Context: an optimization exercise on an open-source flow, tuned for small area, a short achievable clock period and few clock cycles. The choices shown serve that exercise and are no tape-out recipe.
Where RTL was checked, it was by simulation tests only, not by an equivalence proof against the original.
No functional check of the RTL was part of runs 2 and 3.
Power and IR drop assume default switching activity.

$ cat design/flow/config.mk
export PLATFORM = sky130hd
export DESIGN_NAME = projectCPU2020
export DESIGN_NICKNAME = projectCPU2020
export VERILOG_FILES = /design/flow/design.v
export SDC_FILE = /design/flow/constraint.sdc
export NUM_CORES = 4
export LEC_CHECK = 0
export CAP_MARGIN = 20
export CORE_MARGIN = 2
export CORE_UTILIZATION = 40
export PLACE_DENSITY = 0.6
export SLEW_MARGIN = 20
$ cat design/flow/constraint.sdc
create_clock -name core_clock -period 5.5 [get_ports {clk}]
set_input_delay 1.1000 -clock core_clock [delete_from_list [all_inputs] [get_ports {clk}]]
set_output_delay 1.1000 -clock core_clock [all_outputs]
set_load 0.01 [all_outputs]
$ cat design/flow/design.v
`timescale 1ns / 1ps
module projectCPU2020(
  clk,
  rst,
  wrEn,
  data_fromRAM,
  addr_toRAM,
  data_toRAM,
  PC,
  W
);
input clk, rst;
input wire[15:0] data_fromRAM;
output reg [15:0] data_toRAM;
output reg wrEn;
output reg [12:0] addr_toRAM;
output reg [12:0] PC;  
output reg [15:0] W;  
reg [2:0] state, stateNext;
reg [12:0] PCNext;
reg [2:0] inst, instNext;
reg [15:0] WNext;
always @(posedge clk) begin
	state <= stateNext;
	PC    <= PCNext;
	inst  <= instNext;
	W     <= WNext;
end
always @(*) begin
		stateNext  = state;
		PCNext     = PC;
		instNext   = inst;
		WNext      = W;
		wrEn       = 0;
		addr_toRAM = 0;
		data_toRAM = 0;
	if (rst) begin
		stateNext  = 0;
		PCNext     = 0;
		instNext   = 0;
		WNext      = 0;
		wrEn       = 0;
		addr_toRAM = 0;
		data_toRAM = 0;
	end else begin
		case (state)
			0: begin
				PCNext     = PC;
				instNext   = inst;
				addr_toRAM = PC;
				WNext      = W;
				wrEn       = 0;
				data_toRAM = 0;
				stateNext  = 1;
			end
			1: begin
				instNext   = data_fromRAM[15:13];
				addr_toRAM = data_fromRAM[12:0];
				WNext      = W;
				if (data_fromRAM[12:0] == 13'b0000000000000) begin
					addr_toRAM = 13'b0000000000010;
					data_toRAM = 0;
					wrEn       = 0;
					PCNext     = PC;
					stateNext  = 3;
				end else begin
					if (instNext == 3'b110) begin
						data_toRAM = W;
						wrEn       = 1;
						PCNext     = PC + 1;
						stateNext  = 0;
					end else begin
						data_toRAM = 0;
						wrEn       = 0;
						PCNext     = PC;
						stateNext  = 2;
					end
				end
			end
			2: begin
				stateNext  = 0;
				wrEn       = 0;
				data_toRAM = 0;
				addr_toRAM = 0;
				instNext   = inst;
				if (instNext == 3'b000) begin
					WNext      = W + data_fromRAM;
					PCNext     = PC + 1;
				end else if (instNext == 3'b001) begin
					WNext      = (~( W | data_fromRAM));
					PCNext     = PC + 1;
				end else if (instNext == 3'b010) begin
					if (data_fromRAM < 16) begin
						WNext = W >> data_fromRAM;
					end else if (data_fromRAM < 32) begin
						WNext = W << (data_fromRAM[3:0]);
					end else if (data_fromRAM < 48) begin
							WNext = ((W >> data_fromRAM[3:0]) | (W << (16- data_fromRAM[3:0])));
					end else begin
						WNext = ((W << data_fromRAM[3:0]) | (W >> (16- data_fromRAM[3:0])));
					end
					PCNext     = PC + 1;
				end else if (instNext == 3'b011) begin
					WNext  = (W > data_fromRAM) ? 1 : 0;
					PCNext = PC + 1;
				end else if (instNext == 3'b100) begin
					PCNext = (data_fromRAM == 0) ? (PC+2) : (PC+1);
					WNext  = W;
				end else if (instNext == 3'b101) begin
					WNext  = data_fromRAM;
					PCNext = PC + 1;
				end else if (instNext == 3'b111) begin
					PCNext = data_fromRAM[12:0];
					WNext  = W;
				end
			end
			3: begin
				addr_toRAM = data_fromRAM;
				instNext   = inst;
				WNext      = W;
				if (instNext == 3'b110) begin
					data_toRAM = W;
					wrEn       = 1;
					PCNext     = PC + 1;
					stateNext  = 0;
				end else begin
					PCNext     = PC;
					data_toRAM = 0;
					wrEn       = 0;
					stateNext = 2;
				end
			end
		endcase
end
end
endmodule
$ cat design/flow/run.sh
#!/bin/bash
# synth_recipe.tcl (not shown) runs the flow's synth.tcl, then flattens the netlist and writes it again
# the make line also repeats each setting of config.mk as NAME=value (left out here)
make -C /OpenROAD-flow-scripts/flow DESIGN_CONFIG=/design/flow/config.mk WORK_HOME=/design/flow/orfs CLKGATE_MAP_FILE= SYNTH_SCRIPT=/design/flow/synth_recipe.tcl finish
==> results of run 1 <==
-- final timing paths --
path	slack (ns)	depth (start not counted)	endpoint	start
setup reg to reg	1.93	9	W[12]$_SDFFE_PP0P_	W[5]$_SDFFE_PP0P_
setup / recovery	0.45	11	data_toRAM[6]	data_fromRAM[1]
hold reg to reg	0.55	2	PC[12]$_SDFFE_PP0P_	PC[12]$_SDFFE_PP0P_
hold / removal	0.55	2	PC[12]$_SDFFE_PP0P_	PC[12]$_SDFFE_PP0P_
-- metrics by stage --
step	hold slack, ns	cells
6_report	0.5491	1174
5_1_grt	0.6100	1174
4_1_cts	0.5474	1174
3_5_place_dp	0.5363	1166
3_3_place_gp	0.5451	1166
2_1_floorplan	0.5330	910
-- registers in the layout, summed over array words and instances, names as in the netlist --
| name | cells |
|---|---|
| W | 16 |
| PC | 13 |
| inst | 3 |
| state | 2 |
-- layout make-up --
cell class | count | area (um2) | area share
Timing Repair Buffer | 114 | 1044 | 0.1299
Multi-Input combinational cell | 742 | 5640 | 0.7023
Clock buffer | 5 | 125.1 | 0.01558
Tap cell | 225 | 281.5 | 0.03505
Inverter | 51 | 191.4 | 0.02384
Sequential cell | 34 | 680.7 | 0.08475
Clock inverter | 3 | 68.82 | 0.008568
-- kinds of logic (layout without fill, tap and decap cells) --
kind of cell / count (synthesis) / after routing / synth area share
compound gates: 273 / 273 / 0.2754
xor+xnor: 18 / 18 / 0.02555
fa+ha+maj: 52 / 52 / 0.09531
buf+inv: 134 / 173 / 0.08534
flops: 34 / 34 / 0.09857
mux: 104 / 104 / 0.2091
simple gates: 295 / 295 / 0.2107
-- cells in the mapped netlist, drive strengths merged (19+ instances only) --
master | n | area share
nand2 | 66 | 0.036
nor2 | 91 | 0.049
buf | 27 | 0.027
inv | 50 | 0.027
mux2i | 55 | 0.080
clkbuf | 56 | 0.030
dfxtp | 34 | 0.099
a31oi | 19 | 0.017
o21ai | 41 | 0.030
ha | 51 | 0.092
a21oi | 58 | 0.042
mux4 | 29 | 0.095
nor3 | 26 | 0.019
and2 | 19 | 0.017
mux2 | 20 | 0.034
-- report_power, final --
part	leakage, nW	internal [W]	switching [W]
clock	0.0940	0.000261	0.000129
sequential	0.276	0.000259	0.0000446
combinational	2.55	0.000227	0.000334
-- worst max-delay path: stages --
cell and delay [ns]:
clkdlybuf4s50_1 0.49, inv_2 0.04, ha_1 0.18, nor3b_1 0.15
buf_4 0.17, nand4_1 0.21, nand3_1 0.10, o21ai_0 0.12
and3b_1 0.62, and2_1 0.23, clkdlybuf4s50_1 0.54
-- layer usage --
layer / vias up / part of all wire / global-route usage
met5: - / 0 / 0
met1: 3767 / 0.41 / 0.4003
met3: 98 / 0.067 / 0.04115
li1: 3511 / - / -
met4: 0 / 0.049 / 0.1337
met2: 411 / 0.47 / 0.5431
==> run_results.csv, run 1 <==
group,metric,value,unit
status,result_of_the_run,"no timing/DRC/antenna violations",
clock_network,clk_pin_slew_worst_paths,0.07,ns
setup_path,critical_path_peak_fanout,17,
global_routing,global_route_usage_over_all_layers,0.3168,
yosys,postSynthNetCount,980,
setup_path,critPathRequiredTime,4.40,ns
clock_network,cts.htree.levels,2,
routing,route.final.wire_length,29260,um
floorplan,initial_core_util,0.4049,
routing,drt-vias-per-instance,6.633,
timing,max_clock_freq,0.1981,GHz
timing,rsz0062_at_grt,"no",
timing,final.setup.worst_slack,0.4528,ns
global_routing,globalRoute.totalOverflow,0,
clock_network,tritoncts,"done",
floorplan,floorplan.die.height,135.4,um
floorplan,core.rowCount,48,
finish,postLayoutCellArea,8031,um2
clock_network,clockBufferDepth,2,
yosys,synthDistinctLibCells,81,
routing,vias,7787,
yosys,async_reset_ff_frac,0,
routing,post-route-drc-count,0,
setup_path,crit_path_start_kind,"input pin",
finish,n_antenna_cell,0,
clock_network,hold_bufs_at_cts,0,
setup_path,worstPathArrival,3.95,ns
finish,flow.area_growth_from_synthesis,16.31,%
setup_path,crit_type,"input pin to output pin",
timing,hold_viol_final,0,
placement,globalplace.congestion,1.010,
placement,place_worst_setup_slack,0.4921,ns
pwr,power-per-cell-area,156.1,nW/um2
pwr,total_power,0.001254,W
timing,final_min_period_over_clock_period,0.9177,
job,max_cap_viol_count,0,
finish,final_layout_size_suffix_gt1_frac,0.1128,
timing,timing.final.crit_period,5.047,ns
placement,placed_area,7838,um2
routing,drt_iter0_markers,953,
finish,finish.net_count,1018,
placement,dpl.hpwl,21340,um
global_routing,grt_first_pass_wirelength,44690,um
clock_network,ctsRootBufferMaster,"clkbuf_16",
pwr,vdd_ir_drop_max,0.1033,mV
routing,drt_pass1_iterations,6,
clock_network,cts_buf_count,5,
clock_network,clock_sinks,34,
global_routing,grt_pass1_vias,7475,
finish,final.fill_count,1792,
floorplan,design.die.area,18330,um2
yosys,synth-seq-cells,34,
global_routing,maximum_number_of_pins_on_one_net_before_global_route_repair,45,
finish,fin_util,0.4709,
clock_network,post_cts_buffers,0,
clock_network,worst_skew_pair.late_latency,0.30,ns
min_path,worst_min_delay_path_class,"flip-flop to flip-flop",
timing,setup_viol_count_final,0,
timing,fin_setup_tns,0,ns
timing,fin_worst_skew,0.009743,ns
floorplan,top_level_ports,77,
yosys,synth.avg_cell_area,7.588,um2
routing,wirelength_per_cell,24.92,um
yosys,synth_seq_area_share,0.09857,
pwr,leakage_power_figure,2.921,nW
yosys,synth_enable_flop_cells,0,
setup_path,worst_setup_path_end_kind,"output pin",
finish,layout_common_cells,"91 x nor2_1, 75 x clkdlybuf4s50_1, 66 x nand2_1, 58 x a21oi_1, 54 x mux2i_1",
timing,max_slew_violation_count,0,
timing,worst_slew_margin_rel,0.2621,
yosys,synth-warning-count,1,
timing,timing_worst_slew_pin_value,1.107,ns
yosys,ys.flop_type,"dfxtp_1",
yosys,synth_cells,910,
clock_network,post_cts.resized_instances,0,
global_routing,antenna_found_initial,0,
finish,mostFrequentLayoutCell,"nor2_1",
yosys,synthesis.area,6905,um2
floorplan,dieWidth,135.4,um
routing,final_antenna_net_count,0,
placement,io_buffer_count,76,
floorplan,core-area,17060,um2
Testbench counts, summed over its fixed seeds: cycles 88,614.
==> inputs of run 2 (changes only) <==
==> design/flow/design.v (replaced) <==
`timescale 1ns / 1ps
module projectCPU2020(
  clk,
  rst,
  wrEn,
  data_fromRAM,
  addr_toRAM,
  data_toRAM,
  PC,
  W
);
input clk, rst;
input wire [15:0] data_fromRAM;
output reg [15:0] data_toRAM;
output reg wrEn;
output reg [12:0] addr_toRAM;
output reg [12:0] PC;
output reg [15:0] W;
localparam S_F = 2'd0;    
localparam S_D = 2'd1;    
localparam S_I = 2'd2;    
reg [1:0] state, stateNext;
reg [2:0] inst, instNext;
reg       pend, pendNext;      
reg [12:0] PCNext;
reg [15:0] WNext;
wire [15:0] D = data_fromRAM;
wire        hi   = |D[15:6];
wire        left = hi | D[4];           
wire        rot  = hi | D[5];           
wire [3:0]  s    = D[3:0];
wire [3:0]  r    = left ? (4'd0 - s) : s;
wire [31:0] ww   = {W, W} >> r;
wire [15:0] rr   = ww[15:0];            
reg  [15:0] msk;
integer i;
always @(*)
  for (i = 0; i < 16; i = i + 1)
    msk[i] = rot | (left ? (i >= s) : (i < 16 - s));
wire [15:0] sh   = rr & msk;
wire        sub  = inst[1];             
wire [16:0] sum  = {1'b0, W ^ {16{sub}}} + {1'b0, D} + {16'd0, sub};
wire        gt   = ~sum[16];            
always @(posedge clk) begin
  state <= stateNext;
  inst  <= instNext;
  pend  <= pendNext;
  PC    <= PCNext;
  W     <= WNext;
end
always @(*) begin
  stateNext  = state;
  instNext   = inst;
  pendNext   = pend;
  PCNext     = PC;
  WNext      = W;
  wrEn       = 1'b0;
  addr_toRAM = PC;
  data_toRAM = W;
  if (rst) begin
    stateNext = S_F;
    instNext  = 3'd0;
    pendNext  = 1'b0;
    PCNext    = 13'd0;
    WNext     = 16'd0;
  end else begin
    case (state)
      S_F: begin
        if (pend) begin
          case (inst)
            3'd0: WNext = sum[15:0];
            3'd1: WNext = ~(W | D);
            3'd2: WNext = sh;
            3'd3: WNext = {15'd0, gt};
            3'd5: WNext = D;
            default: WNext = W;
          endcase
          if (inst == 3'd7)
            PCNext = D[12:0];
          else if (inst == 3'd4 && D == 16'd0)
            PCNext = PC + 13'd2;
          else
            PCNext = PC + 13'd1;
        end
        addr_toRAM = PCNext;
        pendNext   = 1'b0;
        stateNext  = S_D;
      end
      default: begin  
        if (state == S_D)
          instNext = D[15:13];
        addr_toRAM = D[12:0];
        if (state == S_D && D[12:0] == 13'd0) begin
          addr_toRAM = 13'd2;
          stateNext  = S_I;
        end else if (instNext == 3'd6) begin
          wrEn      = 1'b1;
          PCNext    = PC + 13'd1;
          stateNext = S_F;
        end else begin
          pendNext  = 1'b1;
          stateNext = S_F;
        end
      end
    endcase
  end
end
endmodule
==> run_results.csv, run 2 <==
group,metric,value,unit
yosys,postSynthNetCount,766,
placement,placed_area,6062,um2
yosys,synthDistinctLibCells,78,
clock_network,worst_skew_pair.late_latency,0.29,ns
routing,route.final.wire_length,19050,um
clock_network,clk_pin_slew_worst_paths,0.06,ns
timing,hold_viol_final,0,
finish,final-instance-count-excl-fill,947,
job,max_cap_viol_count,0,
floorplan,design.die.area,14130,um2
placement,io_buffer_count,76,
finish,finish.net_count,814,
placement,globalplace.congestion,0.9034,
finish,mostFrequentLayoutCell,"o21ai_0",
setup_path,worstPathArrival,4.26,ns
routing,post-route-drc-count,0,
yosys,synth_seq_area_share,0.1328,
clock_network,cts.htree.levels,2,
routing,wirelength_per_cell,20.12,um
finish,n_antenna_cell,0,
global_routing,global_route_usage_over_all_layers,0.2602,
pwr,total_power,0.001144,W
yosys,synth-warning-count,1,
setup_path,critical_path_peak_fanout,5,
yosys,ys.flop_type,"dfxtp_1",
floorplan,core-area,12770,um2
finish,final_layout_size_suffix_gt1_frac,0.1032,
placement,dp_cells,938,
global_routing,antenna_found_initial,0,
finish,layout_common_cells,"80 x o21ai_0, 76 x a21oi_1, 73 x clkdlybuf4s50_1, 66 x nand2_1, 48 x nor2_1",
yosys,synth_largest_area_cell,"dfxtp_1",
yosys,synthMostInstantiatedCell,"o21ai_0",
yosys,synth_top_cells_by_count,"81 x o21ai_0, 76 x a21oi_1, 66 x nand2_1",
routing,drt_iter0_markers,581,
yosys,synth_cells,726,
yosys,synthesis.area,5276,um2
timing,timing.final.crit_period,5.358,ns
clock_network,clockBufferDepth,2,
timing,max_slew_violation_count,0,
floorplan,core.rowCount,41,
floorplan,initial_core_util,0.4131,
global_routing,grt_first_pass_wirelength,29840,um
timing,worst_slew_margin_rel,0.3854,
timing,fin_worst_skew,0.006327,ns
setup_path,critPathRequiredTime,4.40,ns
floorplan,top_level_ports,77,
yosys,synth-seq-cells,35,
global_routing,globalRoute.totalOverflow,0,
yosys,yosysTopAreaCellShare,0.1328,
finish,max_ffs_per_register,16,
yosys,synth.avg_cell_area,7.268,um2
routing,final_antenna_net_count,0,
finish,postLayoutCellArea,6275,um2
routing,vias,5982,
clock_network,ctsRootBufferMaster,"clkbuf_16",
timing,fin_setup_tns,0,ns
status,result_of_the_run,"no timing/DRC/antenna violations",
routing,drt-vias-per-instance,6.317,
floorplan,dieWidth,118.9,um
timing,max_clock_freq,0.1867,GHz
setup_path,worst_setup_path_end_kind,"output pin",
floorplan,floorplan.die.height,118.9,um
clock_network,tritoncts,"done",
min_path,hold_path_startpoint,"PC[4]$_SDFFE_PP0P_",
clock_network,clock_sinks,35,
timing,final_min_period_over_clock_period,0.9741,
global_routing,maximum_number_of_pins_on_one_net_before_global_route_repair,42,
finish,largest_registers,"W (16), PC (13), inst (3)",
setup_path,critical_path.startpoint,"data_fromRAM[0]",
yosys,async_reset_ff_frac,0,
pwr,vdd_ir_drop_max,0.09364,mV
setup_path,critical_register_to_register_path_startpoint,"inst[1]$_SDFFE_PP0N_",
placement,dpl.hpwl,13940,um
finish,fin_util,0.4912,
timing,setup_viol_count_final,0,
finish,largest_register,"W",
pwr,power-per-cell-area,182.4,nW/um2
pwr,leakage_power_figure,2.375,nW
yosys,post_synth_main_area_contributors,"dfxtp_1 13%, o21ai_0 7.7%, a21oi_1 7.2%",
global_routing,grt_pass1_vias,5472,
timing,timing_worst_slew_pin_value,0.9219,ns
setup_path,crit_path_start_kind,"input pin",
finish,flow.area_growth_from_synthesis,18.92,%
clock_network,hold_bufs_at_cts,0,
clock_network,cts_buf_count,5,
routing,drt_pass1_iterations,6,
min_path,worst_min_delay_path_class,"flip-flop to flip-flop",
setup_path,crit_type,"input pin to output pin",
yosys,synth_enable_flop_cells,0,
==> run 2: per-layer routing <==
| layer | routed length, um | vias up | track usage |
|---|---|---|---|
| li1 | - | 2816 | - |
| met1 | 8758 | 2869 | 0.3737 |
| met2 | 8529 | 265 | 0.3976 |
| met3 | 1397 | 32 | 0.04981 |
| met4 | 364 | 0 | 0.06845 |
| met5 | 0 | - | 0 |
==> run 2: stage by stage <==
stage          hold slack, ns  setup slack, ns
3_5_place_dp           0.5507          0.02650
4_1_cts                0.5592         0.001777
5_1_grt                0.6011         -0.02112
6_report               0.5562           0.1425
2_1_floorplan          0.5387           0.3427
3_3_place_gp           0.5407          0.04968
==> run 2: kinds of logic (layout without fill, tap and decap cells) <==
logic type | Yosys count | count (layout) | synth area share
AOI/OAI and AO/OA | 264 | 264 | 0.3109
xor gates and xnor gates | 33 | 33 | 0.05834
adders and majority gates | 22 | 22 | 0.05359
buffers and inverters | 84 | 133 | 0.09746
DFF | 35 | 35 | 0.1328
muxes | 51 | 51 | 0.1235
and+or+nand+nor | 237 | 237 | 0.2234
==> run 2: final cells by class <==
cell class | count | area, um2
inverter | 9 | 33.78
clock buffer | 6 | 138.9
clock inverter | 2 | 35.03
timing repair buffer | 116 | 1061
multi-input combinational | 607 | 4090
sequential | 35 | 700.7
fill | 1304 | 6499
tap | 172 | 215.2
==> run 2: worst paths after layout <==
| path | to | slack (ns) | depth (start not counted) |
|---|---|---|---|
| worst max-delay path | addr_toRAM[12] | 0.14 | 13 |
| worst min-delay path | PC[4]$_SDFFE_PP0P_ | 0.56 | 2 |
| worst min register to register | PC[4]$_SDFFE_PP0P_ | 0.56 | 2 |
| worst max register to register | W[14]$_SDFFE_PP0P_ | 2.29 | 11 |
==> run 2: power breakdown <==
| part | total (W) | internal (W) | switching, W |
|---|---|---|---|
| Clock | 0.000348 | 0.000226 | 0.000122 |
| Combinational | 0.000495 | 0.000216 | 0.000278 |
| Sequential | 0.000302 | 0.000268 | 0.0000340 |
| Total | 0.00114 | 0.000710 | 0.000435 |
==> run 2: what timing repair did <==
| action | in CTS | in global routing |
|---|---|---|
| gates resized for setup | 0 | 7 |
| hold endpoints to repair | 0 | 0 |
| setup buffers | 0 | 1 |
| setup endpoints to repair | 0 | 4 |
==> run 2: worst max-delay path, stage by stage <==
cell	delay (ns)
clkdlybuf4s50_1	0.41
inv_1	0.11
ha_1	0.17
or3b_1	0.40
nor3_2	0.19
nand3_2	0.15
a2111oi_4	0.39
buf_4	0.20
nor2b_2	0.19
a31oi_1	0.11
a221oi_2	0.25
o31ai_1	0.10
clkdlybuf4s50_1	0.49
==> inputs of run 3 (changes only) <==
--- a/design/flow/config.mk
+++ b/design/flow/config.mk
@@ -11,2 +11,3 @@
 export PLACE_DENSITY = 0.6
+export SETUP_SLACK_MARGIN = 2.5
 export SLEW_MARGIN = 20
==> run_results.csv, run 3 <==
group,metric,value,unit
clock_network,clk_pin_slew_worst_paths,0.06,ns
setup_path,cp.buffers_inverters,8,
floorplan,core.rowCount,41,
finish,multi_input_area,4745,um2
setup_path,regToRegEndpoint,"PC[2]$_SDFFE_PP0P_",
timing,max_slew_violation_count,0,
setup_path,reg2reg_depth,25,
global_routing,grt_pass1_vias,5829,
clock_network,tritoncts,"done",
yosys,async_reset_ff_frac,0,
routing,route.layer.met1.wl,9548,um
setup_path,critPathRequiredTime,4.40,ns
yosys,synthDistinctLibCells,78,
pwr,total_power,0.001206,W
routing,met2RoutedLength,9911,um
floorplan,design.die.area,14130,um2
min_path,hold_path_startpoint,"PC[11]$_SDFFE_PP0P_",
routing,final_antenna_net_count,0,
finish,final.fill_count,1124,
floorplan,initial_core_util,0.4131,
timing,fin_setup_tns,0,ns
setup_path,crit_type,"input pin to output pin",
floorplan,dieWidth,118.9,um
routing,vias,6462,
timing,timing_worst_slew_pin_value,0.8372,ns
setup_path,stage_delay_of_the_slowest_cell_on_the_critical_path,0.49,ns
pwr,power-per-cell-area,157.9,nW/um2
finish,n_antenna_cell,0,
yosys,synth.avg_cell_area,7.268,um2
clock_network,cts.htree.levels,2,
placement,place_worst_setup_slack,0.08507,ns
finish,mostFrequentLayoutCell,"buf_4",
placement,dpl.hpwl,14610,um
yosys,synth-warning-count,1,
finish,final_layout_size_suffix_gt1_frac,0.3302,
clock_network,clock_sinks,35,
global_routing,globalRoute.totalOverflow,0,
setup_path,critical_path_peak_fanout,4,
finish,flow.area_growth_from_synthesis,44.84,%
yosys,synth_cells,726,
placement,globalplace.congestion,0.9377,
routing,post-route-drc-count,0,
global_routing,maximum_number_of_pins_on_one_net_before_global_route_repair,42,
yosys,post_synth_main_area_contributors,"dfxtp_1 13%, o21ai_0 7.7%, a21oi_1 7.2%",
routing,drt_pass1_iterations,6,
routing,dr_wl_met3,1665,um
placement,io_buffer_count,76,
setup_path,worst_path_max_delay_cell,"or4_4",
status,result_of_the_run,"no timing/DRC/antenna violations",
yosys,ys.flop_type,"dfxtp_1",
finish,ff_latch_area,700.7,um2
timing,timing.final.crit_period,4.599,ns
pwr,leakage_power_figure,2.898,nW
timing,fin_worst_skew,0.006601,ns
min_path,whs_path_depth,2,
floorplan,top_level_ports,77,
timing,final.setup.worst_slack,0.9007,ns
floorplan,floorplan.die.height,118.9,um
pwr,vdd_ir_drop_max,0.09783,mV
global_routing,grt_first_pass_wirelength,33260,um
routing,topRoutingLayerUsed,"met4",
finish,largest_register,"W",
yosys,synth_seq_area_share,0.1328,
yosys,postSynthNetCount,766,
finish,largest_registers,"W (16), PC (13), inst (3)",
timing,worst_slew_margin_rel,0.4345,
clock_network,cts_buf_count,5,
timing,max_clock_freq,0.2174,GHz
yosys,synth-seq-cells,35,
yosys,synth_top_cells_by_count,"81 x o21ai_0, 76 x a21oi_1, 66 x nand2_1",
clock_network,ctsRootBufferMaster,"clkbuf_16",
min_path,worst_min_delay_path_class,"flip-flop to flip-flop",
finish,finish.net_count,896,
timing,final_min_period_over_clock_period,0.8362,
setup_path,worst_setup_path_end_kind,"output pin",
setup_path,crit_path_start_kind,"input pin",
finish,max_ffs_per_register,16,
setup_path,r2r_setup_slack,1.60,ns
yosys,synth_largest_area_cell,"dfxtp_1",
setup_path,worstPathArrival,3.50,ns
global_routing,global_route_usage_over_all_layers,0.2925,
clock_network,clockBufferDepth,2,
finish,layout_common_cells,"78 x buf_4, 65 x a21oi_1, 64 x nand2_1, 59 x o21ai_0, 45 x clkdlybuf4s50_1",
routing,drt_iter0_markers,760,
setup_path,critical_path.cell_chain,"clkdlybuf4s15_2 > or3b_4 > buf_4 > buf_6 > buf_6 > or4_4 > nor3_4 > buf_4 > buf_4 > buf_6 > nor4_1 > buf_2",
routing,drt-vias-per-instance,6.280,
global_routing,antenna_found_initial,0,
job,max_cap_viol_count,0,
routing,route.final.wire_length,21730,um
yosys,synthMostInstantiatedCell,"o21ai_0",
min_path,holdPathEnd,"PC[11]$_SDFFE_PP0P_",
yosys,yosysTopAreaCellShare,0.1328,
routing,wirelength_per_cell,21.12,um
timing,setup_viol_count_final,0,
setup_path,worst_path_top_cell_family_by_delay,"simple AND/OR/NAND/NOR gates",
timing,hold_viol_final,0,
setup_path,critical_register_to_register_path_startpoint,"inst[2]$_SDFFE_PP0N_",
yosys,synthesis.area,5276,um2
clock_network,worst_skew_pair.late_latency,0.28,ns
timing,rsz0062_at_grt,"yes",
yosys,synth_enable_flop_cells,0,
floorplan,core-area,12770,um2
==> run 3: changes by cell type in the layout (fill, tap and decap cells not counted), moves of 8 or more <==
| cell | previous run | this run |
|---|---|---|
| buf_6 | 0 | 44 |
| a21oi_1 | 76 | 65 |
| mux2i_4 | 1 | 13 |
| buf_2 | 1 | 18 |
| o21ai_1 | 3 | 14 |
| mux2i_1 | 37 | 18 |
| clkdlybuf4s50_1 | 73 | 45 |
| a21oi_2 | 1 | 9 |
| buf_4 | 40 | 78 |
| o21ai_0 | 80 | 59 |
==> run 3: worst min-delay path, delay by kind of cell, from the launching register on <==
| family | cells | cell delay, ns |
|---|---|---|
| AO/OA/AOI/OAI | 2 | 0.16 |
| flip-flops | 1 | 0.36 |
==> run 3: stage by stage <==
step	cells	utilization	area, um2	hold slack [ns]
6_report	1029	0.5983	7642	0.5700
5_1_grt	1029	0.5983	7642	0.5917
4_1_cts	1015	0.5758	7355	0.5585
3_5_place_dp	936	0.4911	6274	0.5449
3_3_place_gp	936	0.4911	6274	0.5374
2_1_floorplan	726	-	5538	0.5387
==> run 3: how the worst max path moves through the flow <==
stage,startpoint,to,cells after the start
after floorplan,data_fromRAM[0],addr_toRAM[12],13
after global placement,data_fromRAM[6],addr_toRAM[4],11
after detailed placement,data_fromRAM[6],addr_toRAM[4],11
after CTS,data_fromRAM[0],addr_toRAM[12],13
after global routing,data_fromRAM[2],addr_toRAM[4],12
final,data_fromRAM[2],wrEn,12
==> run 3: area by class of cell <==
type | instances | area share
clock buffers | 7 | 0.01735
inverters | 9 | 0.006385
well taps | 172 | 0.02816
repair buffers | 198 | 0.2349
flip-flops and latches | 35 | 0.09168
multi-input cells | 607 | 0.6208
clock inverters | 1 | 0.0006549
==> run 3: cell families (layout without fill, tap and decap cells) <==
family / after synthesis / count (layout) / share of synthesized area
compound gates: 264 / 264 / 0.3109
simple gates: 237 / 237 / 0.2234
buf+inv: 84 / 215 / 0.09746
mux: 51 / 51 / 0.1235
flops: 35 / 35 / 0.1328
xor+xnor: 33 / 33 / 0.05834
fa+ha+maj: 22 / 22 / 0.05359
==> run 3: repair_timing <==
item / CTS / global route
gates resized for setup: 224 / 54
hold buffers: 0 / 0
cloned: 1 / 0
setup endpoints to repair: 45 / 43
buffers inserted: 70 / 14
pin swaps: 59 / 34
==> run 3: power by group <==
group | leakage, nW | internal (W) | switching (W)
Combinational | 2.54 | 0.000284 | 0.000325
Sequential | 0.286 | 0.000268 | 0.0000442
Clock | 0.0679 | 0.000168 | 0.000118
Total | 2.90 | 0.000719 | 0.000487
==> run 3: routing by layer <==
metal  vias to the layer above  track usage
met3                        40      0.04358
met1                      3142       0.4205
met5                         -            0
met2                       304       0.4529
met4                         0      0.08333
li1                       2976            -
==> inputs of run 4 (changes only) <==
==> design/flow/design.v (replaced) <==
`timescale 1ns / 1ps
module projectCPU2020(
  clk,
  rst,
  wrEn,
  data_fromRAM,
  addr_toRAM,
  data_toRAM,
  PC,
  W
);
input clk, rst;
input wire [15:0] data_fromRAM;
output reg [15:0] data_toRAM;
output reg wrEn;
output reg [12:0] addr_toRAM;
output reg [12:0] PC;
output reg [15:0] W;
localparam S_F = 2'd0;    
localparam S_D = 2'd1;    
localparam S_I = 2'd2;    
reg [1:0] state, stateNext;
reg [2:0] inst, instNext;
reg       pend, pendNext;      
reg [12:0] ind, indNext;       
reg       indV, indVNext;
reg [12:0] PCNext;
reg [15:0] WNext;
reg [12:0] ea;
reg [15:0] sh;
always @(posedge clk) begin
  state <= stateNext;
  inst  <= instNext;
  pend  <= pendNext;
  ind   <= indNext;
  indV  <= indVNext;
  PC    <= PCNext;
  W     <= WNext;
end
always @(*) begin
  case (data_fromRAM[15:4] == 12'd0 ? 2'd0 :
        data_fromRAM[15:4] == 12'd1 ? 2'd1 :
        data_fromRAM[15:4] == 12'd2 ? 2'd2 : 2'd3)
    2'd0: sh = W >> data_fromRAM[3:0];
    2'd1: sh = W << data_fromRAM[3:0];
    2'd2: sh = ({W, W} >> data_fromRAM[3:0]);
    default: sh = ({W, W} << data_fromRAM[3:0]) >> 16;
  endcase
end
always @(*) begin
  stateNext  = state;
  instNext   = inst;
  pendNext   = pend;
  indNext    = ind;
  indVNext   = indV;
  PCNext     = PC;
  WNext      = W;
  wrEn       = 1'b0;
  addr_toRAM = PC;
  data_toRAM = W;
  ea         = data_fromRAM[12:0];
  if (rst) begin
    stateNext = S_F;
    instNext  = 3'd0;
    pendNext  = 1'b0;
    indVNext  = 1'b0;
    PCNext    = 13'd0;
    WNext     = 16'd0;
  end else begin
    case (state)
      S_F: begin
        if (pend) begin
          case (inst)
            3'd0: WNext = W + data_fromRAM;
            3'd1: WNext = ~(W | data_fromRAM);
            3'd2: WNext = sh;
            3'd3: WNext = (W > data_fromRAM) ? 16'd1 : 16'd0;
            3'd5: WNext = data_fromRAM;
            default: WNext = W;
          endcase
          if (inst == 3'd7)
            PCNext = data_fromRAM[12:0];
          else if (inst == 3'd4 && data_fromRAM == 16'd0)
            PCNext = PC + 13'd2;
          else
            PCNext = PC + 13'd1;
        end
        addr_toRAM = PCNext;
        pendNext   = 1'b0;
        stateNext  = S_D;
      end
      default: begin  
        if (state == S_D) begin
          instNext = data_fromRAM[15:13];
          ea = (data_fromRAM[12:0] == 13'd0) ? ind : data_fromRAM[12:0];
        end else begin
          ea = data_fromRAM[12:0];
          indNext  = data_fromRAM[12:0];
          indVNext = 1'b1;
        end
        addr_toRAM = ea;
        if (state == S_D && data_fromRAM[12:0] == 13'd0 && !indV) begin
          addr_toRAM = 13'd2;
          stateNext  = S_I;
        end else if (instNext == 3'd6) begin
          wrEn      = 1'b1;
          PCNext    = PC + 13'd1;
          stateNext = S_F;
          if (ea == 13'd2) begin
            indNext  = W[12:0];
            indVNext = 1'b1;
          end
        end else begin
          pendNext  = 1'b1;
          stateNext = S_F;
        end
      end
    endcase
  end
end
endmodule
--- a/design/flow/config.mk
+++ b/design/flow/config.mk
@@ -11,3 +11,2 @@
 export PLACE_DENSITY = 0.6
-export SETUP_SLACK_MARGIN = 2.5
 export SLEW_MARGIN = 20
==> run_results.csv, run 4 <==
group,metric,value,unit
routing,drt_pass1_iterations,5,
clock_network,ctsRootBufferMaster,"clkbuf_16",
clock_network,post_cts_buffers,0,
timing,fin_worst_skew,0.006658,ns
yosys,synthDistinctLibCells,91,
timing,worst_slew_margin_rel,0.2793,
clock_network,clockBufferDepth,2,
yosys,yosysTopAreaCellShare,0.09610,
routing,drt-vias-per-instance,6.597,
global_routing,grt_pass1_vias,7467,
pwr,leakage_power_figure,3.162,nW
clock_network,hold_bufs_at_cts,0,
placement,place_worst_setup_slack,0.2508,ns
finish,finish.net_count,1118,
finish,multi_input_area,5602,um2
floorplan,initial_core_util,0.4036,
pwr,vdd_ir_drop_max,0.1071,mV
yosys,synth_enable_flop_cells,13,
timing,max_clock_freq,0.1904,GHz
yosys,synth-warning-count,1,
timing,rsz0062_at_grt,"no",
clock_network,worst_skew_pair.late_latency,0.31,ns
min_path,worst_min_delay_path_class,"flip-flop to flip-flop",
timing,hold_viol_final,0,
timing,max_slew_violation_count,0,
clock_network,cts_buf_count,5,
yosys,synth_cells,1033,
routing,post-route-drc-count,0,
yosys,postSynthNetCount,1102,
timing,final_min_period_over_clock_period,0.9550,
setup_path,crit_path_start_kind,"input pin",
setup_path,worst_setup_path_end_kind,"output pin",
timing,fin_setup_tns,0,ns
yosys,synth_largest_area_cell,"dfxtp_1",
yosys,async_reset_ff_frac,0,
routing,route.final.wire_length,29820,um
global_routing,globalRoute.totalOverflow,0,
finish,ff_latch_area,1111,um2
global_routing,global_route_usage_over_all_layers,0.2936,
placement,dpl.hpwl,21310,um
clock_network,tritoncts,"done",
clock_network,cts.htree.levels,2,
status,result_of_the_run,"no timing/DRC/antenna violations",
timing,timing_worst_slew_pin_value,1.078,ns
finish,max_ffs_per_register,16,
routing,final_antenna_net_count,0,
floorplan,core.rowCount,50,
yosys,synth-seq-cells,49,
clock_network,clock_sinks,49,
timing,setup_viol_count_final,0,
finish,final.fill_count,1897,
routing,drt_iter0_markers,991,
clock_network,post_cts.resized_instances,0,
floorplan,floorplan.die.height,140.9,um
routing,wirelength_per_cell,23.22,um
floorplan,dieWidth,140.9,um
setup_path,critPathRequiredTime,4.40,ns
clock_network,clk_pin_slew_worst_paths,0.08,ns
job,max_cap_viol_count,0,
floorplan,top_level_ports,77,
routing,vias,8471,
pwr,power-per-cell-area,162.2,nW/um2
placement,globalplace.congestion,0.9880,
yosys,synth.avg_cell_area,7.260,um2
timing,timing.final.crit_period,5.253,ns
yosys,synth_seq_area_share,0.1481,
global_routing,maximum_number_of_pins_on_one_net_before_global_route_repair,56,
finish,final_layout_size_suffix_gt1_frac,0.1124,
finish,mostFrequentLayoutCell,"nor2_1",
finish,largest_register,"W",
finish,postLayoutCellArea,8427,um2
finish,largest_registers,"W (16), PC (13), ind (13)",
yosys,synthMostInstantiatedCell,"nor2_1",
timing,final.setup.worst_slack,0.2474,ns
setup_path,critical_path_peak_fanout,6,
global_routing,antenna_found_initial,0,
finish,n_antenna_cell,0,
floorplan,core-area,18580,um2
yosys,synth_top_cells_by_count,"118 x nor2_1, 104 x a21oi_1, 75 x o21ai_0",
yosys,synthesis.area,7500,um2
global_routing,grt_first_pass_wirelength,45570,um
finish,layout_common_cells,"117 x nor2_1, 104 x a21oi_1, 75 x o21ai_0, 73 x clkdlybuf4s50_1, 68 x nand2_1",
setup_path,crit_type,"input pin to output pin",
placement,placed_area,8254,um2
floorplan,design.die.area,19860,um2
setup_path,worstPathArrival,4.15,ns
yosys,post_synth_main_area_contributors,"dfxtp_1 9.6%, ha_1 8.3%, a21oi_1 6.9%",
placement,io_buffer_count,76,
finish,flow.area_growth_from_synthesis,12.36,%
yosys,ys.flop_type,"dfxtp_1",
-- run 4: changes by cell type in the layout (fill, tap and decap cells not counted), moves of 21 or more --
cell / previous run / this run
a21oi_1: 65 / 104
clkdlybuf4s50_1: 45 / 73
buf_6: 44 / 0
inv_1: 7 / 52
nor2_1: 44 / 117
ha_1: 20 / 50
buf_4: 78 / 40
mux2_2: 1 / 22
-- run 4: kinds of logic (layout without fill, tap and decap cells) --
group           count (synthesis)  after routing  synth area share
xor+xnor                       10             10           0.01168
simple gates                  345            345            0.2289
mux                            65             65            0.1138
compound gates                351            351            0.3053
flops                          49             49            0.1481
buf+inv                       162            179            0.1061
fa+ha+maj                      51             51           0.08609
-- run 4: worst paths after layout --
| path | slack, ns | cells past startpoint | endpoint | start |
|---|---|---|---|---|
| worst max-delay path | 0.25 | 10 | addr_toRAM[12] | data_fromRAM[9] |
| worst min-delay path | 0.56 | 2 | indV$_SDFFE_PP0N_ | indV$_SDFFE_PP0N_ |
| worst max register to register | 1.96 | 9 | W[15]$_SDFFE_PP0P_ | W[1]$_SDFFE_PP0P_ |
| worst min register to register | 0.56 | 2 | indV$_SDFFE_PP0N_ | indV$_SDFFE_PP0N_ |
-- run 4: layout make-up --
class | instances | share of cell area
clock buffers | 5 | 0.01485
clock inverters | 3 | 0.005197
inverters | 55 | 0.02450
multi-input cells | 822 | 0.6647
flip-flops and latches | 49 | 0.1318
well taps | 234 | 0.03474
repair buffers | 116 | 0.1241
-- run 4: stage by stage --
step | utilization | hold slack, ns | std cells | power (W)
floorplan | - | 0.4827 | 1033 | 0.0007822
detailed placement | 0.4442 | 0.5233 | 1276 | 0.0009692
CTS | 0.4533 | 0.5424 | 1284 | 0.001359
finish | 0.4535 | 0.5571 | 1284 | 0.001367
global placement | 0.4442 | 0.5167 | 1276 | 0.0009686
global route | 0.4535 | 0.5899 | 1284 | 0.001430
-- run 4: critical path: stages --
cell and delay [ns]:
clkdlybuf4s50_1 0.49, nor4_4 0.45, nand4_4 0.21, buf_4 0.21, nor3_4 0.34, o22ai_4 0.15
a41o_1 0.26, a211oi_2 0.24, o22a_1 0.17, clkdlybuf4s50_1 0.53
-- run 4: metal layers --
layer / global-route usage / vias up / wire length [um]
li1: - / 3864 / -
met1: 0.4281 / 4035 / 13010
met2: 0.4490 / 509 / 13160
met3: 0.04416 / 63 / 2880
met4: 0.08316 / 0 / 772
met5: 0 / - / 0
-- run 4: power breakdown --
| group | total [W] | switching (W) | internal [W] |
|---|---|---|---|
| combinational | 0.000531 | 0.000311 | 0.000220 |
| clock | 0.000389 | 0.000172 | 0.000217 |
| sequential | 0.000447 | 0.0000577 | 0.000389 |
Testbench counts of run 4, summed over its fixed seeds: cycles 62,260.
==> inputs of run 5 (changes only) <==
==> design/flow/design.v (replaced) <==
`timescale 1ns / 1ps
module projectCPU2020(
  clk,
  rst,
  wrEn,
  data_fromRAM,
  addr_toRAM,
  data_toRAM,
  PC,
  W
);
input clk, rst;
input wire [15:0] data_fromRAM;
output wire [15:0] data_toRAM;
output wire wrEn;
output wire [12:0] addr_toRAM;
output reg [12:0] PC;
output reg [15:0] W;
wire [15:0] D = data_fromRAM;
reg        dec, ind;
reg        pend;                   
reg        isSt;                   
reg        xAdd, xNor, xShf, xGt, xLd, xSz, xJmp;   
wire       aZero = (D[12:0] == 13'd0);
wire       dZero = (D == 16'd0);
wire       opSt  = (D[15:13] == 3'd6);
wire [12:0] pc1 = PC + 13'd1;
wire [12:0] pc2 = PC + 13'd2;
wire [12:0] nxt = (xSz & dZero) ? pc2 : (pend ? pc1 : PC);
wire        useD = dec | ind | xJmp;
assign addr_toRAM = useD ? {D[12:2], D[1] | (dec & aZero), D[0]} : nxt;
assign wrEn       = (dec & opSt & ~aZero) | (ind & isSt);
assign data_toRAM = W;
wire        hi   = |D[15:6];
wire        left = hi | D[4];           
wire        rot  = hi | D[5];           
wire [3:0]  s    = D[3:0];
wire [3:0]  r    = left ? (4'd0 - s) : s;
wire [31:0] ww   = {W, W} >> r;
wire [15:0] rr   = ww[15:0];            
reg  [15:0] msk;
integer i;
always @(*)
  for (i = 0; i < 16; i = i + 1)
    msk[i] = rot | (left ? (i >= s) : (i < 16 - s));
wire [15:0] sh   = rr & msk;
wire [16:0] sum  = {1'b0, W ^ {16{xGt}}} + {1'b0, D} + {16'd0, xGt};
wire        gt   = ~sum[16];            
reg [15:0] res;
always @(*) begin
  res = W;
  case (1'b1)
    xAdd: res = sum[15:0];
    xNor: res = ~(W | D);
    xShf: res = sh;
    xGt:  res = {15'd0, gt};
    xLd:  res = D;
    default: res = W;
  endcase
end
wire goInd = dec & aZero;
wire st    = (dec & opSt & ~aZero) | (ind & isSt);
always @(posedge clk) begin
  if (rst) begin
    dec  <= 1'b0;
    ind  <= 1'b0;
    pend <= 1'b0;
    isSt <= 1'b0;
    {xAdd, xNor, xShf, xGt, xLd, xSz, xJmp} <= 7'd0;
    PC   <= 13'd0;
    W    <= 16'd0;
  end else begin
    dec  <= ~dec & ~ind;
    ind  <= goInd;
    if (dec) begin
      isSt <= opSt;
      {xAdd, xNor, xShf, xGt, xLd, xSz, xJmp} <=
        opSt ? 7'd0 :
        {D[15:13] == 3'd0, D[15:13] == 3'd1, D[15:13] == 3'd2, D[15:13] == 3'd3,
         D[15:13] == 3'd5, D[15:13] == 3'd4, D[15:13] == 3'd7};
      pend <= ~aZero & ~opSt;
    end else if (ind) begin
      {xAdd, xNor, xShf, xGt, xLd, xSz, xJmp} <=
        {xAdd, xNor, xShf, xGt, xLd, xSz, xJmp};
      pend <= ~isSt;
    end else begin
      {xAdd, xNor, xShf, xGt, xLd, xSz, xJmp} <= 7'd0;
      pend <= 1'b0;
    end
    if (st)
      PC <= pc1;
    else if (~dec & ~ind)
      PC <= addr_toRAM;
    if (pend)
      W <= res;
  end
end
endmodule
==> design/flow/flow/run.sh (new file) <==
#!/bin/bash
# Standard ORFS layout; port buffers use buf_1 instead of the default pick.
set -euo pipefail
bash standard.sh "BUFFER_PORTS_ARGS=-buffer_cell sky130_fd_sc_hd__buf_1" finish > orfs_make.log 2>&1
==> design/flow/standard.sh (new file) <==
#!/bin/bash
# synth_recipe.tcl (not shown) runs the flow's synth.tcl, then flattens the netlist and writes it again
# the make line also repeats each setting of config.mk as NAME=value (left out here)
make -C /OpenROAD-flow-scripts/flow DESIGN_CONFIG=/design/flow/config.mk WORK_HOME=/design/flow/orfs CLKGATE_MAP_FILE= SYNTH_SCRIPT=/design/flow/synth_recipe.tcl "${@:-finish}"
removed: design/flow/run.sh
==> run_results.csv, run 5 <==
group,metric,value,unit
job,max_cap_viol_count,0,
pwr,clkPwrFrac,0.381,
timing,final_min_period_over_clock_period,0.8447,
floorplan,top_level_ports,77,
setup_path,cp.buffers_inverters,4,
pwr,switching_part_of_the_total_power,0.3426,
pwr,leakage_power_figure,2.026,nW
yosys,post_synth_main_area_contributors,"dfxtp_1 16%, mux4_2 5.8%, nand2_1 5.7%",
yosys,ys.flop_type,"dfxtp_1",
finish,postLayoutCellArea,5527,um2
setup_path,worst_path_max_delay_cell,"a211oi_1",
yosys,synthesis.area,5049,um2
pwr,power.share.combinational,0.270,
placement,io_buffer_count,76,
yosys,synth-seq-cells,40,
min_path,whs_path_depth,2,
finish,final_layout_size_suffix_gt1_frac,0.09117,
routing,drt-vias-per-instance,6.153,
finish,largest_registers,"W (16), PC (13)",
global_routing,global_route_usage_over_all_layers,0.2625,
yosys,synth-compound-area-share,0.2560,
yosys,synth_seq_area_share,0.1586,
floorplan,design.die.area,13540,um2
yosys,postSynthNetCount,695,
setup_path,stage_delay_of_the_slowest_cell_on_the_critical_path,0.37,ns
clock_network,tritoncts,"done",
timing,max_clock_freq,0.2153,GHz
clock_network,post_cts_buffers,0,
yosys,synth-warning-count,1,
finish,finish.net_count,731,
yosys,post_synth_mux_area_share,0.1569,
global_routing,antenna_found_initial,0,
timing,setup_viol_count_final,0,
timing,worst_slew_margin_rel,0.2594,
clock_network,clk_pin_slew_worst_paths,0.07,ns
pwr,power-per-cell-area,168.7,nW/um2
floorplan,core.rowCount,41,
global_routing,grt_first_pass_wirelength,27230,um
setup_path,crit_path_start_kind,"input pin",
routing,wirelength_per_cell,20.30,um
setup_path,critical_path_peak_fanout,6,
clock_network,worst_skew_pair.late_latency,0.30,ns
finish,max_ffs_per_register,16,
finish,mostFrequentLayoutCell,"nand2_1",
clock_network,ctsRootBufferMaster,"clkbuf_16",
timing,fin_setup_tns,0,ns
pwr,total_power,0.0009324,W
yosys,async_reset_ff_frac,0,
floorplan,core-area,12470,um2
yosys,synthDistinctLibCells,70,
global_routing,globalRoute.totalOverflow,0,
setup_path,reg2reg_depth,10,
yosys,synthAdderAreaFrac,0.05849,
routing,drt_pass1_iterations,5,
routing,route.final.wire_length,17520,um
placement,place_worst_setup_slack,0.9394,ns
global_routing,grt_pass1_vias,4979,
finish,largest_register,"W",
routing,final_antenna_net_count,0,
setup_path,critPathRequiredTime,4.40,ns
setup_path,worst-path-stages,12,
timing,rsz0062_at_grt,"no",
setup_path,worst_path_most_repeated_cell,"nand3_1",
routing,post-route-drc-count,0,
pwr,share_seq_of_total_power,0.349,
timing,timing.final.crit_period,4.646,ns
finish,n_antenna_cell,0,
timing,hold_viol_final,0,
yosys,largest_family_of_logic_cells_by_synthesized_area,"compound AO/OA/AOI/OAI gates",
status,result_of_the_run,"no timing/DRC/antenna violations",
setup_path,critical_path.cell_chain,"clkbuf_2 > inv_1 > ha_1 > nor3b_1 > buf_4 > and2_1 > nand3_1 > a211oi_1 > nand3_1 > xor2_1 > o21ai_0 > buf_1",
setup_path,worst_setup_path_end_kind,"output pin",
clock_network,cts_buf_count,5,
finish,layout_common_cells,"76 x nand2_1, 74 x buf_1, 71 x nor2_1, 42 x o21ai_0, 42 x a21oi_1",
floorplan,dieWidth,116.3,um
yosys,synth_xor_xnor_area_share,0.07608,
yosys,synth_largest_area_cell,"dfxtp_1",
min_path,worst_min_delay_path_class,"flip-flop to flip-flop",
yosys,synth_enable_flop_cells,0,
setup_path,worst_path_top_cell_family_by_delay,"buffers and inverters",
floorplan,floorplan.die.height,116.3,um
clock_network,cts.htree.levels,2,
pwr,vdd_ir_drop_max,0.1491,mV
yosys,synth_simple_gate_area_share,0.2193,
pwr,power.internal,0.0006130,W
setup_path,worstPathArrival,3.55,ns
clock_network,clock_sinks,40,
finish,flow.area_growth_from_synthesis,9.467,%
timing,final.setup.worst_slack,0.8543,ns
placement,dpl.hpwl,13000,um
clock_network,clockBufferDepth,2,
pwr,net-switching-power,0.0003194,W
yosys,synthMostInstantiatedCell,"nand2_1",
yosys,synth_top_cells_by_count,"76 x nand2_1, 71 x nor2_1, 42 x a21oi_1, 42 x o21ai_0, 40 x dfxtp_1",
timing,fin_worst_skew,0.005494,ns
global_routing,maximum_number_of_pins_on_one_net_before_global_route_repair,44,
clock_network,post_cts.resized_instances,0,
setup_path,crit_type,"input pin to output pin",
yosys,synth.avg_cell_area,7.720,um2
placement,placed_area,5354,um2
routing,vias,5310,
routing,drt_iter0_markers,511,
clock_network,hold_bufs_at_cts,0,
yosys,synth_cells,654,
timing,timing_worst_slew_pin_value,1.099,ns
timing,max_slew_violation_count,0,
yosys,yosysTopAreaCellShare,0.1586,
placement,globalplace.congestion,0.9072,
floorplan,initial_core_util,0.4050,
==> run 5: power by group through the flow <==
stage | clock [W] | sequential [W] | combinational [W]
2_1_floorplan | 0 | 0.000323 | 0.000184
3_3_place_gp | 0 | 0.000331 | 0.000246
3_5_place_dp | 0 | 0.000332 | 0.000249
4_1_cts | 0.000360 | 0.000325 | 0.000251
5_1_grt | 0.000374 | 0.000327 | 0.000275
6_report | 0.000355 | 0.000326 | 0.000252
==> run 5: metal layers <==
layer,GRT usage,wire length [um]
met1,0.3439,7584
met2,0.4391,8148
met3,0.03788,1242
met4,0.09841,546
met5,0,0
==> run 5: cell type report <==
type / instances / area [um2]
sequential: 40 / 800.8
inverter: 12 / 45.04
timing repair buffer: 93 / 415.4
fill: 1307 / 6939
tap: 172 / 215.2
multi-input combinational: 538 / 3877
clock buffer: 5 / 125.1
clock inverter: 3 / 47.55
==> run 5: stage by stage <==
| stage | hold WS [ns] | instances | utilization |
|---|---|---|---|
| floorplan | 0.4736 | 654 | - |
| global placement | 0.4921 | 855 | 0.4295 |
| detailed placement | 0.5046 | 855 | 0.4295 |
| CTS | 0.5145 | 863 | 0.4433 |
| global route | 0.5372 | 863 | 0.4433 |
| finish | 0.5053 | 863 | 0.4433 |
==> run 5: cells by family after synthesis <==
group,Yosys count
adders and majority gates,23
xor gates and xnor gates,43
AOI/OAI and AO/OA,189
and+or+nand+nor,234
buffers and inverters,76
muxes,49
DFF,40
==> run 5: path summary, 6_finish.rpt <==
kind,to,from,slack [ns]
setup / recovery,addr_toRAM[10],data_fromRAM[0],0.85
hold / removal,isSt$_SDFFE_PP0P_,isSt$_SDFFE_PP0P_,0.51
setup reg to reg,W[0]$_SDFFE_PP0P_,W[0]$_SDFFE_PP0P_,2.08
hold reg to reg,isSt$_SDFFE_PP0P_,isSt$_SDFFE_PP0P_,0.51
==> run 5: worst reg2reg max path: cells and delay by family, from the launching register on <==
kind                     cells  cell delay, ns
AND/OR/NAND/NOR              2            0.51
flip-flops                   1            0.64
AO/OA/AOI/OAI                6            1.48
adder cells (fa/ha/maj)      1            0.29
multiplexers                 1            0.41
Testbench counts of run 5, summed over its fixed seeds: cycles 64,127.
==> inputs of run 6 (changes only) <==
--- a/design/flow/config.mk
+++ b/design/flow/config.mk
@@ -7,2 +7,3 @@
 export LEC_CHECK = 0
+export ABC_AREA = 1
 export CAP_MARGIN = 20
@@ -11,2 +12,3 @@
 export PLACE_DENSITY = 0.6
+export SETUP_SLACK_MARGIN = 2.4
 export SLEW_MARGIN = 20
==> run_results.csv, run 6 <==
group,metric,value,unit
timing,final_min_period_over_clock_period,0.6555,
setup_path,critical_path_peak_fanout,4,
timing,timing_worst_slew_pin_value,0.5476,ns
finish,largest_registers,"W (16), PC (13)",
placement,dp_cells,1083,
floorplan,core-area,12520,um2
timing,timing.final.crit_period,3.605,ns
floorplan,core.rowCount,41,
finish,layout_common_cells,"182 x nand2_1, 101 x nand3_1, 94 x inv_1, 70 x nor2_1, 68 x o21ai_0",
routing,drt_pass1_iterations,5,
yosys,async_reset_ff_frac,0,
clock_network,clock_sinks,40,
global_routing,global_route_usage_over_all_layers,0.2814,
routing,drt-vias-per-instance,5.624,
floorplan,initial_core_util,0.4053,
finish,finish.net_count,993,
timing,hold_viol_final,0,
yosys,post_synth_main_area_contributors,"dfxtp_1 16%, nand2_1 14%, nand3_1 10%",
pwr,total_power,0.001002,W
timing,holdWs,0.4590,ns
yosys,synthesis.area,5074,um2
routing,drt_iter0_markers,516,
yosys,synth_top_cells_by_count,"193 x nand2_1, 105 x nand3_1, 102 x inv_1",
routing,final_antenna_net_count,0,
finish,final_layout_size_suffix_gt1_frac,0.1448,
yosys,synth.avg_cell_area,5.798,um2
yosys,ys.flop_type,"dfxtp_1",
yosys,synthDistinctLibCells,44,
placement,io_buffer_count,76,
finish,final.fill_count,1388,
routing,post-route-drc-count,0,
setup_path,worstPathArrival,2.51,ns
yosys,postSynthNetCount,916,
setup_path,critPathRequiredTime,4.40,ns
timing,fin_worst_skew,0.006595,ns
clock_network,tritoncts,"done",
timing,final.setup.worst_slack,1.895,ns
timing,rsz0062_at_grt,"yes",
min_path,worst_min_delay_path_class,"flip-flop to flip-flop",
job,max_cap_viol_count,0,
timing,max_clock_freq,0.2774,GHz
clock_network,clk_pin_slew_worst_paths,0.06,ns
status,result_of_the_run,"no timing/DRC/antenna violations",
pwr,vdd_ir_drop_max,0.1049,mV
placement,globalplace.congestion,0.9588,
finish,mostFrequentLayoutCell,"nand2_1",
routing,route.final.wire_length,19230,um
routing,vias,6327,
clock_network,cts.htree.levels,2,
finish,max_ffs_per_register,16,
routing,wirelength_per_cell,17.10,um
yosys,yosysTopAreaCellShare,0.1578,
yosys,synth-warning-count,1,
setup_path,crit_type,"input pin to output pin",
setup_path,worst_setup_path_end_kind,"output pin",
floorplan,design.die.area,13600,um2
global_routing,antenna_found_initial,0,
timing,max_slew_violation_count,0,
finish,largest_register,"W",
clock_network,clockBufferDepth,2,
finish,n_antenna_cell,0,
floorplan,dieWidth,116.6,um
yosys,synth_largest_area_cell,"dfxtp_1",
yosys,synth_cells,875,
yosys,synth_enable_flop_cells,0,
placement,dpl.hpwl,14090,um
finish,final-instance-count-excl-fill,1125,
clock_network,worst_skew_pair.late_latency,0.30,ns
global_routing,grt_first_pass_wirelength,29500,um
pwr,leakage_power_figure,2.796,nW
finish,multi_input_area,3834,um2
finish,ff_latch_area,800.8,um2
global_routing,maximum_number_of_pins_on_one_net_before_global_route_repair,32,
setup_path,crit_path_start_kind,"input pin",
global_routing,globalRoute.totalOverflow,0,
floorplan,floorplan.die.height,116.6,um
yosys,synthMostInstantiatedCell,"nand2_1",
placement,place_worst_setup_slack,1.174,ns
yosys,synth-seq-cells,40,
timing,fin_setup_tns,0,ns
clock_network,cts_buf_count,5,
global_routing,grt_pass1_vias,5559,
finish,flow.area_growth_from_synthesis,20.99,%
clock_network,ctsRootBufferMaster,"clkbuf_16",
timing,setup_viol_count_final,0,
pwr,power-per-cell-area,163.2,nW/um2
floorplan,top_level_ports,77,
timing,worst_slew_margin_rel,0.6336,
yosys,synth_seq_area_share,0.1578,
## run 6: worst max-delay path, stage by stage
cell     delay (ns)
buf_8          0.11
nor2_4         0.14
nand3_2        0.10
nor2_4         0.22
buf_4          0.15
nand3_2        0.14
nand2_1        0.12
a21oi_1        0.08
a21oi_2        0.17
buf_1          0.17
## run 6: layer usage
metal,track usage,vias to the layer above,share of wire
met3,0.05968,43,0.082
met5,0,-,0
li1,-,3119,-
met2,0.4578,313,0.45
met4,0.09961,0,0.035
met1,0.3695,2852,0.43
## run 6: layout make-up
cell class,instances,area share
well taps,172,0.03506
multi-input cells,683,0.6245
clock buffers,7,0.02324
flip-flops and latches,40,0.1305
clock inverters,1,0.001223
repair buffers,113,0.1152
inverters,108,0.06971
repair inverters,1,0.0006115
## run 6: cells by family after synthesis
group | after synthesis | synth area share
and+or+nand+nor | 414 | 0.3554
AOI/OAI and AO/OA | 214 | 0.2437
buffers and inverters | 155 | 0.1349
DFF | 40 | 0.1578
xor gates and xnor gates | 29 | 0.05006
adders and majority gates | 23 | 0.05820
## run 6: metrics by stage
stage,instance area [um2],util
6_report,6138,0.4904
5_1_grt,6138,0.4904
3_3_place_gp,5426,0.4335
4_1_cts,5883,0.4700
2_1_floorplan,5181,-
3_5_place_dp,5426,0.4335
## run 6: timing repair
item                                    in CTS  in global routing
cloned                                       4                  1
buffers inserted                            17                 12
endpoints found under the setup margin      43                 38
pin swaps                                   15                 22
hold buffers                                 0                  0
gates resized for setup                     58                 39
## run 6: final timing paths
check | startpoint | endpoint | slack (ns) | cells after the start
worst max register to register | xGt$_SDFFE_PP0P_ | W[12]$_SDFFE_PP0P_ | 2.87 | 19
worst min-delay path | xLd$_SDFFE_PP0P_ | xLd$_SDFFE_PP0P_ | 0.46 | 2
worst max-delay path | data_fromRAM[6] | addr_toRAM[0] | 1.89 | 10
worst min register to register | xLd$_SDFFE_PP0P_ | xLd$_SDFFE_PP0P_ | 0.46 | 2
## run 6: where the power goes
group / switching [W] / leakage, nW / internal (W)
sequential: 0.0000230 / 0.326 / 0.000302
clock: 0.000131 / 0.0701 / 0.000181
combinational: 0.000237 / 2.40 / 0.000127
total: 0.000391 / 2.80 / 0.000611
==> inputs of run 7 (changes only) <==
--- a/design/flow/config.mk
+++ b/design/flow/config.mk
@@ -12,3 +12,3 @@
 export PLACE_DENSITY = 0.6
-export SETUP_SLACK_MARGIN = 2.4
+export SETUP_SLACK_MARGIN = 2.0
 export SLEW_MARGIN = 20
==> run_results.csv, run 7 <==
group,metric,value,unit
setup_path,worst_path_max_delay_cell,"a31oi_1",
yosys,async_reset_ff_frac,0,
routing,drt-vias-per-instance,5.602,
clock_network,ctsRootBufferMaster,"clkbuf_16",
finish,postLayoutCellArea,6037,um2
setup_path,critPathRequiredTime,4.40,ns
job,max_cap_viol_count,0,
global_routing,antenna_found_initial,0,
placement,dp_cells,1081,
finish,largest_register,"W",
clock_network,worst_skew_pair.late_latency,0.30,ns
global_routing,global_route_usage_over_all_layers,0.2769,
floorplan,top_level_ports,77,
setup_path,worstPathArrival,2.45,ns
finish,final.fill_count,1357,
setup_path,worst_path_most_repeated_cell,"nor2_4",
yosys,synth.avg_cell_area,5.798,um2
floorplan,design.die.area,13600,um2
finish,final_layout_size_suffix_gt1_frac,0.1310,
timing,fin_setup_tns,0,ns
global_routing,grt_first_pass_wirelength,29150,um
finish,n_antenna_cell,0,
routing,wirelength_per_cell,16.91,um
timing,final_min_period_over_clock_period,0.6455,
timing,timing.final.crit_period,3.550,ns
timing,max_slew_violation_count,0,
clock_network,clk_pin_slew_worst_paths,0.06,ns
setup_path,worst_path_top_cell_family_by_delay,"buffers and inverters",
routing,route.final.wire_length,19050,um
finish,final-instance-count-excl-fill,1126,
finish,mostFrequentLayoutCell,"nand2_1",
routing,drt_pass1_iterations,10,
pwr,vdd_ir_drop_max,0.1233,mV
yosys,synth_seq_area_share,0.1578,
finish,fin_util,0.4823,
finish,ff_latch_area,800.8,um2
floorplan,dieWidth,116.6,um
timing,timing_worst_slew_pin_value,0.7186,ns
yosys,synthMostInstantiatedCell,"nand2_1",
placement,dpl.hpwl,14010,um
setup_path,critical_path_peak_fanout,13,
yosys,post_synth_main_area_contributors,"dfxtp_1 16%, nand2_1 14%, nand3_1 10%",
finish,multi_input_area,3735,um2
clock_network,cts.htree.levels,2,
timing,max_clock_freq,0.2817,GHz
setup_path,crit_type,"input pin to output pin",
finish,max_ffs_per_register,16,
clock_network,tritoncts,"done",
placement,io_buffer_count,76,
routing,post-route-drc-count,0,
min_path,worst_min_delay_path_class,"flip-flop to flip-flop",
pwr,power-per-cell-area,165.7,nW/um2
yosys,synthDistinctLibCells,44,
setup_path,crit_path_start_kind,"input pin",
yosys,synth_cells,875,
global_routing,grt_pass1_vias,5462,
finish,layout_common_cells,"190 x nand2_1, 104 x nand3_1, 98 x inv_1, 68 x nor2_1, 68 x o21ai_0",
timing,hold_viol_final,0,
setup_path,worst_setup_path_end_kind,"output pin",
global_routing,globalRoute.totalOverflow,0,
setup_path,critical_path.cell_chain,"clkbuf_4 > nor2_4 > nand2_2 > nor2_4 > nand3_4 > buf_8 > a21oi_2 > o21ai_1 > a31oi_1 > buf_2",
setup_path,cp.buffers_inverters,3,
yosys,synth_largest_area_cell,"dfxtp_1",
yosys,synth-seq-cells,40,
setup_path,stage_delay_of_the_slowest_cell_on_the_critical_path,0.22,ns
timing,fin_worst_skew,0.006575,ns
yosys,synth_top_cells_by_count,"193 x nand2_1, 105 x nand3_1, 102 x inv_1",
routing,final_antenna_net_count,0,
placement,placed_area,5340,um2
floorplan,initial_core_util,0.4053,
yosys,ys.flop_type,"dfxtp_1",
clock_network,cts_buf_count,5,
yosys,postSynthNetCount,916,
finish,flow.area_growth_from_synthesis,18.99,%
status,result_of_the_run,"no timing/DRC/antenna violations",
timing,setup_viol_count_final,0,
clock_network,clock_sinks,40,
finish,finish.net_count,995,
yosys,synth-warning-count,1,
timing,worst_slew_margin_rel,0.5191,
floorplan,core-area,12520,um2
routing,drt_iter0_markers,698,
routing,vias,6308,
yosys,synth_enable_flop_cells,0,
global_routing,maximum_number_of_pins_on_one_net_before_global_route_repair,32,
pwr,leakage_power_figure,2.798,nW
placement,globalplace.congestion,0.9559,
timing,rsz0062_at_grt,"yes",
clock_network,clockBufferDepth,2,
yosys,synthesis.area,5074,um2
finish,largest_registers,"W (16), PC (13)",
floorplan,floorplan.die.height,116.6,um
floorplan,core.rowCount,41,
yosys,yosysTopAreaCellShare,0.1578,
## run 7: path summary, 6_finish.rpt
| kind | start | end | slack [ns] | depth (start not counted) |
|---|---|---|---|---|
| worst max-delay path | data_fromRAM[13] | addr_toRAM[8] | 1.95 | 10 |
| worst min-delay path | xLd$_SDFFE_PP0P_ | xLd$_SDFFE_PP0P_ | 0.48 | 2 |
| worst max register to register | PC[0]$_SDFFE_PP0P_ | PC[12]$_SDFFE_PP0P_ | 2.04 | 20 |
| worst min register to register | xLd$_SDFFE_PP0P_ | xLd$_SDFFE_PP0P_ | 0.48 | 2 |
## run 7: kinds of logic (layout without fill, tap and decap cells)
kind of cell / after synthesis / count (layout) / synth area share
buffers and inverters: 155 / 234 / 0.1349
adder cells (fa/ha/maj): 23 / 23 / 0.05820
AND/OR/NAND/NOR: 414 / 414 / 0.3554
flip-flops: 40 / 40 / 0.1578
AO/OA/AOI/OAI: 214 / 214 / 0.2437
XOR/XNOR: 29 / 29 / 0.05006
## run 7: area by class of cell
cell class,instances,area share
clock buffers,5,0.02073
inverters,108,0.06964
well taps,172,0.03565
multi-input cells,680,0.6187
repair buffers,119,0.1206
flip-flops and latches,40,0.1326
clock inverters,2,0.002073
## run 7: report_power, final
part	leakage, nW	switching (W)	total, W	internal, W
combinational	2.41	0.000234	0.000369	0.000135
sequential	0.326	0.0000227	0.000325	0.000302
clock	0.0657	0.000141	0.000306	0.000165
## run 7: per-stage QoR
step | total power (W) | worst slack [ns] | hold WS, ns
after global routing | 0.001056 | 1.854 | 0.5284
final | 0.001000 | 1.950 | 0.4784
after detailed placement | 0.0006364 | 0.9281 | 0.4763
after floorplan | 0.0005531 | 2.005 | 0.4410
after global placement | 0.0006376 | 1.011 | 0.4707
after CTS | 0.0009754 | 1.934 | 0.4852
## run 7: routing by layer
layer | share of wire | global-route usage
met4 | 0.022 | 0.05490
met1 | 0.42 | 0.3564
met2 | 0.47 | 0.4802
met3 | 0.092 | 0.05916
met5 | 0 | 0
## run 7: what timing repair did
action | CTS | global route
hold buffers | 0 | 0
resized for setup | 62 | 55
pin swaps | 13 | 17
setup endpoints to repair | 24 | 18
setup buffers | 27 | 11
## run 7: tightest hold or removal path, cell delays in order, from the launching register on
cell     delay (ns)
dfxtp_1        0.32
nand2_1        0.06
a21oi_1        0.05

separate check: timing with driven ports:
Ports are ideal in the flow. The routed layouts listed here were re-timed in OpenROAD.
Step 1, drivers: a clkbuf_16 drives clk and a buf_2 each remaining input, both assumed.
Step 2 moves the port delays by t, midway between the first and last clock arrival at a register: inputs arrive t later, outputs are due t later. That takes back most of the time a late clock gives input paths.
Slacks: ideal / step 1 / step 2; pairs: ideal / step 1.
run | t, ns | slack for setup (ns) | hold slack, ns | worst slew at a driven data input, ns | cell pins on the clock port's net
run 1 | 0.335 | 0.453 / 0.431 / 0.431 | 0.549 / 0.549 / 0.549 | 0.05 | 1
run 2 | 0.330 | 0.142 / 0.121 / 0.121 | 0.556 / 0.556 / 0.556 | 0.04 | 1
run 3 | 0.314 | 0.901 / 0.852 / 0.852 | 0.570 / 0.570 / 0.570 | 0.07 | 1
run 4 | 0.353 | 0.247 / 0.222 / 0.222 | 0.557 / 0.557 / 0.557 | 0.03 | 1
run 5 | 0.334 | 0.854 / 0.834 / 0.834 | 0.505 / 0.505 / 0.505 | 0.04 | 1
run 6 | 0.337 | 1.895 / 1.854 / 1.854 | 0.459 / 0.459 / 0.459 | 0.07 | 1
run 7 | 0.337 | 1.950 / 1.918 / 1.673 | 0.478 / 0.478 / 0.478 | 0.07 | 1
After both steps every run listed still meets setup and hold. The setup slack of run 7, which loses most, moves by -0.032 ns with the drivers and by -0.277 ns with both steps.
